This design comes from an exercise in tuning for small area and a short achievable clock period on the open sky130 flow, not from production work.
Where RTL was checked, it was by simulation tests only, not by an equivalence proof against the original.
Only the layout flow was run in run 1; the RTL was not checked for function there.

==> flow/design.v (outline; a module is shown in full before it is edited, if it fits) <==
// module iir_sec: 2534 lines
// module iir_cascaded_serial: 31 lines
module iir_cascaded_serial #(
    parameter DATA_WIDTH = 16,
    parameter COEFF_WIDTH = 16
) (
    input  wire                         clk,
    input  wire                         rst,
    input  wire signed [DATA_WIDTH-1:0] x_in,
    input  wire signed [COEFF_WIDTH-1:0] b0_1,
    input  wire signed [COEFF_WIDTH-1:0] b1_1,
    input  wire signed [COEFF_WIDTH-1:0] b2_1,
    input  wire signed [COEFF_WIDTH-1:0] a1_1,
    input  wire signed [COEFF_WIDTH-1:0] a2_1,
    input  wire signed [COEFF_WIDTH-1:0] b0_2,
    input  wire signed [COEFF_WIDTH-1:0] b1_2,
    input  wire signed [COEFF_WIDTH-1:0] b2_2,
    input  wire signed [COEFF_WIDTH-1:0] a1_2,
    input  wire signed [COEFF_WIDTH-1:0] a2_2,
    output wire signed [DATA_WIDTH-1:0] y_out
);
  // ...
==> flow/flow/run.sh <==
#!/bin/bash
# Own flow: the standard layout (standard.sh) with these changes:
#  - synthesis script flow/synth.tcl: the standard synthesis with Yosys's early
#    "abc -fast" skipped and the final ABC mapping done by flow/abc.script
#    (same registers, names and cell types; only combinational mapping differs);
#  - repair_timing aims for 10 ns of setup slack (SETUP_SLACK_MARGIN=10), so the
#    resizer works on the design's real critical paths, not only on 17 ns;
#  - resizing may change a cell's footprint (MATCH_CELL_FOOTPRINT=0);
#  - ports are buffered with buf_4 (BUFFER_PORTS_ARGS) instead of the default cell.
# The clock period and constraints are the standard flow's (constraint.sdc, config.mk).
# make's full output goes to orfs_make.log; ORFS keeps each step's log under orfs/logs.
set -euo pipefail
W=$(pwd)
export FLOW_ABC_SCRIPT=$W/flow/abc.script
bash standard.sh SYNTH_SCRIPT=$W/flow/synth.tcl SETUP_SLACK_MARGIN=10 MATCH_CELL_FOOTPRINT=0 "BUFFER_PORTS_ARGS=-buffer_cell sky130_fd_sc_hd__buf_4" finish > $W/orfs_make.log 2>&1
==> flow/flow/abc.script <==
&get -n
&st
&dch
&nf
&put
==> flow/flow/synth.tcl <==
# Standard synthesis (synth_recipe.tcl) with two changes that touch only
# combinational logic: Yosys's early "abc -fast" is skipped so extract_fa sees
# the RTL's full adders as written, and the final ABC mapping uses
# flow/abc.script (one delay-oriented mapping with structural choices) instead
# of ORFS's speed script, which rewrites the XOR-heavy Booth logic into
# larger AND/OR logic.
proc synth {args} { yosys synth -nofsm -noshare -noabc {*}$args }
proc abc {args} {
  set i [lsearch $args -script]
  if {$i >= 0} { lset args [expr {$i+1}] $::env(FLOW_ABC_SCRIPT) }
  yosys abc {*}$args
}
source $::env(SCRIPTS_DIR)/synth.tcl
# left out here: clear keep_hierarchy, flatten, clean up, hide names made inside functions, write 1_2_yosys.v
==> flow/standard.sh <==
#!/bin/bash
# synth_recipe.tcl (not shown) runs the flow's synth.tcl, then flattens the netlist and writes it again
# the make line also repeats each setting of config.mk as NAME=value (left out here)
make -C /OpenROAD-flow-scripts/flow DESIGN_CONFIG=/design/flow/config.mk WORK_HOME=/design/flow/orfs CLKGATE_MAP_FILE= SYNTH_SCRIPT=/design/flow/synth_recipe.tcl "${@:-finish}"
==> flow/config.mk <==
export PLATFORM = sky130hd
export DESIGN_NAME = iir_cascaded_serial
export DESIGN_NICKNAME = iir_cascaded_serial
export VERILOG_FILES = /design/flow/design.v
export SDC_FILE = /design/flow/constraint.sdc
export NUM_CORES = 4
export LEC_CHECK = 0
export CAP_MARGIN = 20
export CORE_MARGIN = 2
export CORE_UTILIZATION = 65
export CTS_BUF_LIST = sky130_fd_sc_hd__clkbuf_4 sky130_fd_sc_hd__clkbuf_8
export SLEW_MARGIN = 20
export TNS_END_PERCENT = 10
==> flow/constraint.sdc <==
create_clock -name core_clock -period 17.0 [get_ports {clk}]
set_input_delay 3.4000 -clock core_clock [delete_from_list [all_inputs] [get_ports {clk}]]
set_output_delay 3.4000 -clock core_clock [all_outputs]
set_load 0.01 [all_outputs]
==> run_results.csv, run 1 <==
group,metric,value,unit
worst_setup_path,slowest_delay,0.42,ns
route,met2WireLength,122800,um
timing,finClkSkew,0.05343,ns
timing,rsz0062_at_grt,"yes",
route,ant_nets,0,
logic_synthesis,synth_largest_area_cell,"fa_1",
timing,setup_viol,0,
cells_and_area,mostFrequentLayoutCell,"xnor2_1",
status,status,"timing/DRC/antenna clean",
cells_and_area,fin_area,0.08252,mm^2
timing,whs,0.7703,ns
worst_setup_path,crit_path_end_kind,"output pin",
worst_setup_path,cp_num_buf_inv,3,
route,drc,0,
clocking,postCtsHoldBufs,0,
logic_synthesis,ys_ff_latch,388,
place,portBuffers,193,
worst_setup_path,reg2reg_slack,10.03,ns
route,firstDrtPassIters,9,
cells_and_area,mostFrequentLayoutCells,"xnor2_1, fa_1, o22ai_1, a22oi_1, buf_4",
clocking,cts_tree,"built",
logic_synthesis,synth.area.mux_share,0.06249,%
logic_synthesis,syn_nets,8258,
die,rows,122,
cells_and_area,num-nonclk-buffers,533,
worst_setup_path,r2r_start,"biquad1.Ts[0]",
clocking,cts_sinks,388,
logic_synthesis,synth_common_cells,"xnor2_1, fa_1, o22ai_1",
cells_and_area,multi_input_area,0.06303,mm^2
logic_synthesis,synth_fa_ha_area_share,44.46,%
route,met3_length,37790,um
cells_and_area,nNetsFinal,8860,
cells_and_area,drive_gt1_share,14.32,%
logic_synthesis,synth_top_family_by_area,"adder cells",
worst_setup_path,timing.rr.end,"biquad1.Ws[21]",
worst_setup_path,cp.required,13.60,ns
==> run 2, diff against run 1 <==
--- a/flow/design.v
+++ b/flow/design.v
@@ -2518,24 +2518,23 @@
   wire [31:0] tn_a = {ftc1106, ftc1088, ftc1066, ftc1044, ftc1020, ftc996, ftc970, ftc944, ftc916, ftc888, ftc858, ftc828, ftc796, ftc764, ftc730, ftc696, ftc664, ftc632, ftc604, ftc576, ftc552, ftc528, ftc508, ftc488, ftc472, ftc456, ftc444, ftc432, ftc424, ftc416, ftc412, pap65};
   wire [31:0] tn_b = {ftc1108, fts1107, fts1087, fts1065, fts1043, fts1019, fts995, fts969, fts943, fts915, fts887, fts857, fts827, fts795, fts763, fts729, fts695, fts663, fts631, fts603, fts575, fts551, fts527, fts507, fts487, fts471, fts455, fts443, fts431, fts423, fts415, fts411};
   wire [31:0] sn_a = {fsc2490, fsc2472, fsc2452, fsc2428, fsc2404, fsc2376, fsc2348, fsc2316, fsc2284, fsc2248, fsc2212, fsc2172, fsc2132, fsc2088, fsc2044, fsc1998, fsc1952, fsc1906, fsc1866, fss1863, fsc1792, fsc1758, fsc1730, fss1727, fsc1680, fss1677, fss1655, fss1639, fss1623, fss1613, fsc1602, pbp1119};
   wire [31:0] sn_b = {fsc2492, fss2491, fss2471, fss2451, fss2427, fss2403, fss2375, fss2347, fss2315, fss2283, fss2247, fss2211, fss2171, fss2131, fss2087, fss2043, fss1997, fss1951, fss1905, fss1865, fss1825, fss1791, fss1757, fss1729, fss1701, fss1679, fss1657, fss1641, fss1625, fss1615, fss1605, fss1601};
   wire tn_x = fts1118;
   wire sn_x = fss2500;
   always @(posedge clk or posedge rst) begin
     if (rst) begin
-      X <= 16'd0; Tc <= 32'd0; Ts <= 32'd0; Wc <= 32'd0; Ws <= 32'd0; Tx <= 1'b0; Wx <= 1'b0;
+      X <= 16'd0; B2 <= 16'd0; A1 <= 16'd0; A2 <= 16'd0;
+      Tc <= 32'd0; Ts <= 32'd0; Wc <= 32'd0; Ws <= 32'd0; Tx <= 1'b0; Wx <= 1'b0;
     end else begin
-      X <= u; Tc <= tn_a; Ts <= tn_b; Wc <= sn_a; Ws <= sn_b; Tx <= tn_x; Wx <= sn_x;
+      X <= u; B2 <= b2; A1 <= a1; A2 <= a2;
+      Tc <= tn_a; Ts <= tn_b; Wc <= sn_a; Ws <= sn_b; Tx <= tn_x; Wx <= sn_x;
     end
   end
-  always @(posedge clk) begin
-    B2 <= b2; A1 <= a1; A2 <= a2;
-  end
 endmodule
 module iir_cascaded_serial #(
     parameter DATA_WIDTH = 16,
     parameter COEFF_WIDTH = 16
 ) (
     input  wire                         clk,
     input  wire                         rst,
     input  wire signed [DATA_WIDTH-1:0] x_in,
==> flow/config.mk (replaced) <==
export PLATFORM = sky130hd
export DESIGN_NAME = iir_cascaded_serial
export DESIGN_NICKNAME = iir_cascaded_serial
export VERILOG_FILES = /design/flow/design.v
export SDC_FILE = /design/flow/constraint.sdc
export NUM_CORES = 4
export LEC_CHECK = 0
export CAP_MARGIN = 20
export CORE_MARGIN = 2
export CORE_UTILIZATION = 65
export SLEW_MARGIN = 20
==> run 2 against run 1 <==
Compared with the run above:
- highest routed layer unchanged
- final cell count down 0.84%
- still clean
- first-iteration DRC count is 0.25% lower
- clock-buffer cell count fell by 49
- flip-flop and latch count stayed put
- worst setup slack better by 0.016 ns
- largest cell class unchanged
- critical endpoint is now biquad1.Wx
==> run_results.csv, run 2 <==
group,metric,value,unit
status,status,"timing/DRC/antenna clean",
timing,slew_headroom,29.60,%
timing,fin_tns_setup,0,ns
die,dieArea,0.1143,mm^2
clocking,cts_tree,"built",
cells_and_area,fin_util,75.14,%
die,initial_core_util,65.57,%
logic_synthesis,synth_sequential_area_ratio,13.38,%
worst_setup_path,crit_path_top_delay_cell,"nor2_2",
cells_and_area,mostFrequentLayoutCell,"xnor2_1",
cells_and_area,mostFrequentLayoutCells,"xnor2_1, fa_1, o22ai_1, a22oi_1, buf_4",
grt,grt_start_max_net_pins,64,
grt,antenna_found_initial,4,
logic_synthesis,yosys_most_used_dff,"dfrtp_1",
die,rows,122,
clocking,cts_buffer_depth,3,
route,via_per_inst,7.326,
worst_setup_path,worstSetupPathType,"in -> reg",
logic_synthesis,netlist_area,0.07256,mm^2
worst_setup_path,worst_setup_path_start_kind,"primary input",
timing,finClkSkew,0.03754,ns
logic_synthesis,ys_ff_latch,388,
timing,drv_slew,0,
logic_synthesis,synth_edf_count,0,
logic_synthesis,synth_cell_types,39,
route,wl,280300,um
grt,grtUsageTotal,49.12,%
logic_synthesis,syn_nets,8258,
clocking,cts_sinks,388,
worst_setup_path,cp_num_buf_inv,1,
die,fp.dieH,338.1,um
timing,hold_viol,0,
route,drt_iter0_drc,9078,
die,coreArea,0.1107,mm^2
worst_setup_path,crit_path_end_kind,"flip-flop",
route,detail_route.wl_per_cell,32.92,um
logic_synthesis,synth-async-reset-ratio,100.0,%
place,dp_hpwl,185800,um
place,portBuffers,193,
clocking,cts_buffers,51,
logic_synthesis,synth.top_cell.area_share,41.44,%
timing,rsz0062_at_grt,"yes",
clocking,insertion_delay,0.73,ns
route,drc,0,
die,io_pins,194,
grt,grt_pass1_wl,420200,um
grt,overflow,0,
clocking,ctsRootBufferMaster,"clkbuf_16",
route,ant_nets,0,
logic_synthesis,synth_largest_area_cell,"fa_1",
worst_setup_path,cp.arrival,7.60,ns
clocking,path_clk_slew,0.06,ns
worst_setup_path,worst_path_most_repeated_cell,"xnor2_1",
worst_setup_path,reg2reg_slack,10.04,ns
route,firstDrtPassIters,7,
cells_and_area,nNetsFinal,8822,
die,die_w,338.1,um
logic_synthesis,syn_area_per_cell,11.30,um^2
worst_setup_path,cp_max_fo,39,
grt,first_global_vias,66530,
logic_synthesis,synth_common_cells,"xnor2_1, fa_1, o22ai_1",
logic_synthesis,yosysMostFrequentCell,"xnor2_1",
worst_setup_path,path_cells,"buf_6, a21oi_1, nor2_2, a22oi_1, xnor2_1, fa_1, fa_1, xnor2_1, xnor2_1, xnor3_1, xnor2_1",
job,drv_cap,0,
worst_setup_path,slowest_delay,0.76,ns
cells_and_area,drive_gt1_share,15.17,%
logic_synthesis,yosys_warnings,1,
clocking,postCtsHoldBufs,0,
logic_synthesis,syn_inst,6420,
clocking,htree_levels,2,
min_path,hold_class,"reg -> reg",
timing,worst_slew_pin_slew,1.054,ns
place,gp_congestion,0.9897,
worst_setup_path,cp.required,17.58,ns
route,route.vias.total,62390,
timing,fin_crit_sh,41.32,%
timing,max_clock_freq,142.4,MHz
timing,fin_crit,7.025,ns
cells_and_area,area_delta_synth_final,14.60,%
timing,setup_viol,0,
logic_synthesis,synth.area.top_cells,"fa_1, xnor2_1, dfrtp_1",
worst_setup_path,cp_top_family,"XOR/XNOR gates",
[run 2: worst min-delay path, delay by kind of cell (launching register included)]
family | cells | cell delay [ns]
adder cells (fa/ha/maj) | 2 | 0.36
flip-flops | 1 | 0.35
[run 2: layer usage]
metal | global-route usage (%) | vias up | wire length, um
li1 | - | 23780 | -
met1 | 59.12 | 31100 | 88460
met2 | 73.72 | 5735 | 124800
met3 | 15.08 | 1767 | 38000
met4 | 38.96 | 4 | 29000
met5 | 0.04167 | - | 27
[run 2: path summary, 6_finish.rpt]
path / from / endpoint / cells after the start
worst max-delay path: x_in[15] / biquad1.Wx / 11
max in group asynchronous: rst / biquad1.X[1] / 5
worst min register to register: biquad2.Ws[1] / biquad2.Ts[1] / 2
worst min-delay path: biquad2.Ws[1] / biquad2.Ts[1] / 2
min in group asynchronous: rst / biquad2.Ts[26] / 2
worst max register to register: biquad2.Tc[13] / biquad2.Ws[17] / 17
[run 2: layout make-up]
type                       instances  area (um^2)
timing repair buffer             522         4603
antenna                            2        5.005
clock inverter                    28        407.9
fill                            7672        27520
inverter                         397         1569
sequential                       388         9739
multi-input combinational       5624        63530
tap                             1488         1862
clock buffer                      67         1436
[run 2: kinds of logic after synthesis]
group	Yosys count	share of synthesized area [%]
compound gates	1864	16.93
xor+xnor	1762	21.42
fa+ha+maj	1660	44.16
buf+inv	413	2.219
flops	388	13.38
simple gates	329	1.823
mux	4	0.06207
[run 2: stage by stage]
stage / hold slack, ns / cells / instance area (um^2) / setup WS, ns
floorplan: 0.6925 / 6420 / 73850 / 8.382
global placement: 0.7321 / 8315 / 79320 / 8.367
CTS: 0.7566 / 8468 / 82210 / 10.00
finish: 0.7498 / 8516 / 83150 / 9.975
global route: 0.7790 / 8515 / 83150 / 9.968
detailed placement: 0.7407 / 8315 / 79320 / 8.357
[run 2: repair_timing]
action / 4_1_cts / 5_1_grt
setup endpoints to repair: 177 / 95
pin swaps: 20 / 20
gates resized for setup: 133 / 137
gates cloned: 6 / 4
setup buffers: 52 / 42
hold endpoints to repair: 0 / 0
==> run 3, diff against run 2 <==
--- a/flow/config.mk
+++ b/flow/config.mk
@@ -8,4 +8,5 @@
 export CAP_MARGIN = 20
 export CORE_MARGIN = 2
 export CORE_UTILIZATION = 65
+export PLACE_DENSITY = 0.75
 export SLEW_MARGIN = 20
==> run 3 against run 2 <==
Compared with the run above:
- final area is 0.13% lower
- global-route usage decreased by 0.30 points
- still clean on timing, DRC and antenna
- fmax is 0.96% higher
- clock-buffer cell count decreased by 1
- clock skew fell by 0.0077 ns
- sequential share of layout area about the same
- synthesized cell count is the same
- non-clock buffer count shrank 7
- final cell count about the same
==> run_results.csv, run 3 <==
group,metric,value,unit
status,status,"timing/DRC/antenna clean",
logic_synthesis,synth.top_cell.area_share,41.44,%
worst_setup_path,slowest_delay,0.45,ns
logic_synthesis,yosys_most_used_dff,"dfrtp_1",
place,dp_hpwl,184800,um
route,ant_nets,0,
logic_synthesis,syn_inst,6420,
timing,drv_slew,0,
clocking,cts_tree,"built",
logic_synthesis,netlist_area,0.07256,mm^2
worst_setup_path,cp_num_buf_inv,4,
die,rows,122,
die,io_pins,194,
logic_synthesis,synth_sequential_area_ratio,13.38,%
timing,worst_slew_pin_slew,1.076,ns
die,coreArea,0.1107,mm^2
clocking,insertion_delay,0.72,ns
cells_and_area,fin_cells,8513,
route,firstDrtPassIters,8,
route,via_per_inst,7.344,
place,dp_slack,8.402,ns
logic_synthesis,synth_largest_area_cell,"fa_1",
place,gp_congestion,0.9697,
route,route.vias.total,62520,
logic_synthesis,yosys_warnings,1,
die,die_w,338.1,um
logic_synthesis,synth_cell_types,39,
timing,slew_headroom,27.79,%
cells_and_area,nNetsFinal,8816,
cells_and_area,mostFrequentLayoutCell,"xnor2_1",
worst_setup_path,cp_max_fo,7,
route,drt_iter0_drc,9227,
grt,grt_start_max_net_pins,72,
logic_synthesis,synth_edf_count,0,
clocking,cts_buffers,52,
die,initial_core_util,65.57,%
die,dieArea,0.1143,mm^2
worst_setup_path,crit_path_end_kind,"output pin",
worst_setup_path,worst_setup_path_start_kind,"flip-flop",
timing,fin_tns_setup,0,ns
cells_and_area,area_delta_synth_final,14.45,%
logic_synthesis,synth-async-reset-ratio,100.0,%
timing,hold_viol,0,
timing,fin_crit_sh,40.93,%
worst_setup_path,cp.arrival,3.56,ns
route,met3_length,37260,um
grt,first_global_vias,66200,
timing,setup_viol,0,
cells_and_area,mostFrequentLayoutCells,"xnor2_1, fa_1, o22ai_1, a22oi_1, buf_4",
cells_and_area,drive_gt1_share,14.98,%
timing,rsz0062_at_grt,"yes",
timing,finClkSkew,0.02983,ns
logic_synthesis,synth_common_cells,"xnor2_1, fa_1, o22ai_1",
clocking,postCtsHoldBufs,0,
place,dp.cells,8314,
logic_synthesis,synth.area.top_cells,"fa_1, xnor2_1, dfrtp_1",
grt,grt_pass1_wl,418400,um
worst_setup_path,cp_top_family,"compound AO/OA/AOI/OAI gates",
logic_synthesis,yosysMostFrequentCell,"xnor2_1",
cells_and_area,fillers,7788,
logic_synthesis,syn_area_per_cell,11.30,um^2
die,fp.dieH,338.1,um
clocking,ctsRootBufferMaster,"clkbuf_16",
min_path,hold_class,"reg -> reg",
logic_synthesis,syn_nets,8258,
route,detail_route.wl_per_cell,32.78,um
route,drc,0,
timing,setup_ws,10.04,ns
place,portBuffers,193,
route,met2WireLength,123700,um
clocking,htree_levels,2,
timing,whs,0.7364,ns
clocking,cts_buffer_depth,3,
timing,fin_crit,6.958,ns
grt,antenna_found_initial,4,
worst_setup_path,worst_path_most_repeated_cell,"buf_12",
worst_setup_path,crit_path_top_delay_cell,"fa_2",
logic_synthesis,ys_ff_latch,388,
grt,grtUsageTotal,48.82,%
route,top_layer_used,"met5",
worst_setup_path,path_cells,"ha_1, fa_2, nand3_1, nand2_2, a21oi_4, o31ai_4, a221o_2, xnor2_4, buf_12, buf_12, clkinv_1, buf_4",
timing,max_clock_freq,143.7,MHz
clocking,cts_sinks,388,
route,wl_met1,88590,um
route,wl,279100,um
job,drv_cap,0,
worst_setup_path,cp.required,13.60,ns
clocking,path_clk_slew,0.06,ns
grt,overflow,0,
worst_setup_path,worstSetupPathType,"reg -> out",
==> run 3: cell counts after synthesis <==
Identical to the previous run, type by type.
==> run 3: kinds of logic after synthesis <==
| kind of cell | Yosys count | synth area share (%) |
|---|---|---|
| multiplexers | 4 | 0.06207 |
| flip-flops | 388 | 13.38 |
| buffers and inverters | 413 | 2.219 |
| AND/OR/NAND/NOR | 329 | 1.823 |
| AO/OA/AOI/OAI | 1864 | 16.93 |
| XOR/XNOR | 1762 | 21.42 |
| adder cells (fa/ha/maj) | 1660 | 44.16 |
==> run 3: worst paths after layout <==
kind                               start             end  slack, ns  depth (start not counted)
max                        biquad2.Ts[0]        y_out[4]      10.04                         12
min                        biquad2.Wc[1]   biquad2.Ts[1]       0.74                          2
max reg2reg                biquad2.Ts[0]  biquad2.Ws[17]      10.07                         18
min reg2reg                biquad2.Wc[1]   biquad2.Ts[1]       0.74                          2
max in group asynchronous            rst    biquad1.X[5]      11.22                          5
min in group asynchronous            rst  biquad2.Ts[26]       2.77                          2
==> run 3: repair_timing <==
item / in CTS / in global routing
gates cloned: 5 / 5
endpoints found under the setup margin: 172 / 101
gates resized for setup: 121 / 141
pin swaps: 13 / 16
endpoints found under the hold margin: 0 / 0
setup buffers: 44 / 44
==> run 3: through the flow <==
| step | util (%) | instance area, um^2 |
|---|---|---|
| 6_report | 75.04 | 83040 |
| 4_1_cts | 74.17 | 82080 |
| 3_3_place_gp | 71.68 | 79330 |
| 2_1_floorplan | - | 73850 |
| 3_5_place_dp | 71.70 | 79350 |
| 5_1_grt | 75.03 | 83030 |
==> run 3: area by class of cell <==
| type | count | area, um^2 | share of cell area, % |
|---|---|---|---|
| tap | 1488 | 1862 | 2.242 |
| antenna | 4 | 10.01 | 0.01205 |
| clock inverter | 31 | 357.8 | 0.4309 |
| sequential | 388 | 9742 | 11.73 |
| inverter | 397 | 1565 | 1.885 |
| timing repair buffer | 515 | 4552 | 5.481 |
| multi-input combinational | 5623 | 63530 | 76.50 |
| clock buffer | 66 | 1425 | 1.716 |
| timing repair inverter | 1 | 5.005 | 0.006027 |
==> run 3: routing by layer <==
metal	global-route usage (%)	vias to the layer above
met2	72.96	5924
li1	-	23770
met5	0.1250	-
met4	39.59	6
met1	59.51	30970
met3	13.77	1849
==> run 3: worst min-delay path: stages, from the launching register on <==
cell	delay (ns)
dfrtp_1	0.34
fa_1	0.20
fa_1	0.17

-- afterwards: timing with drivers on the ports --
How much do the figures lean on ideal ports? The routed layouts below were timed once more, with nothing changed but the port constraints. Step 1, drivers: a clkbuf_16 drives clk and a buf_2 each remaining input, both assumed. Step 2 also shifts input and output timing later by t, the mid clock arrival at the registers, as if the neighbouring blocks saw the same clock. Slacks: ideal ports / drivers / drivers and shift; pairs: ideal ports / drivers.
run	t, ns	slack for setup (ns)	slew at the worst register clock pin (ns)
run 1	0.891	9.959 / 9.876 / 9.184	0.08 / 0.08
run 2	0.793	9.975 / 9.964 / 9.220	0.07 / 0.07
run 3	0.781	10.042 / 9.959 / 9.324	0.07 / 0.07
After both steps setup and hold are still met in every run listed. For run 1, which loses most, drivers alone change the setup slack by -0.083 ns; drivers and shift together by -0.775 ns.
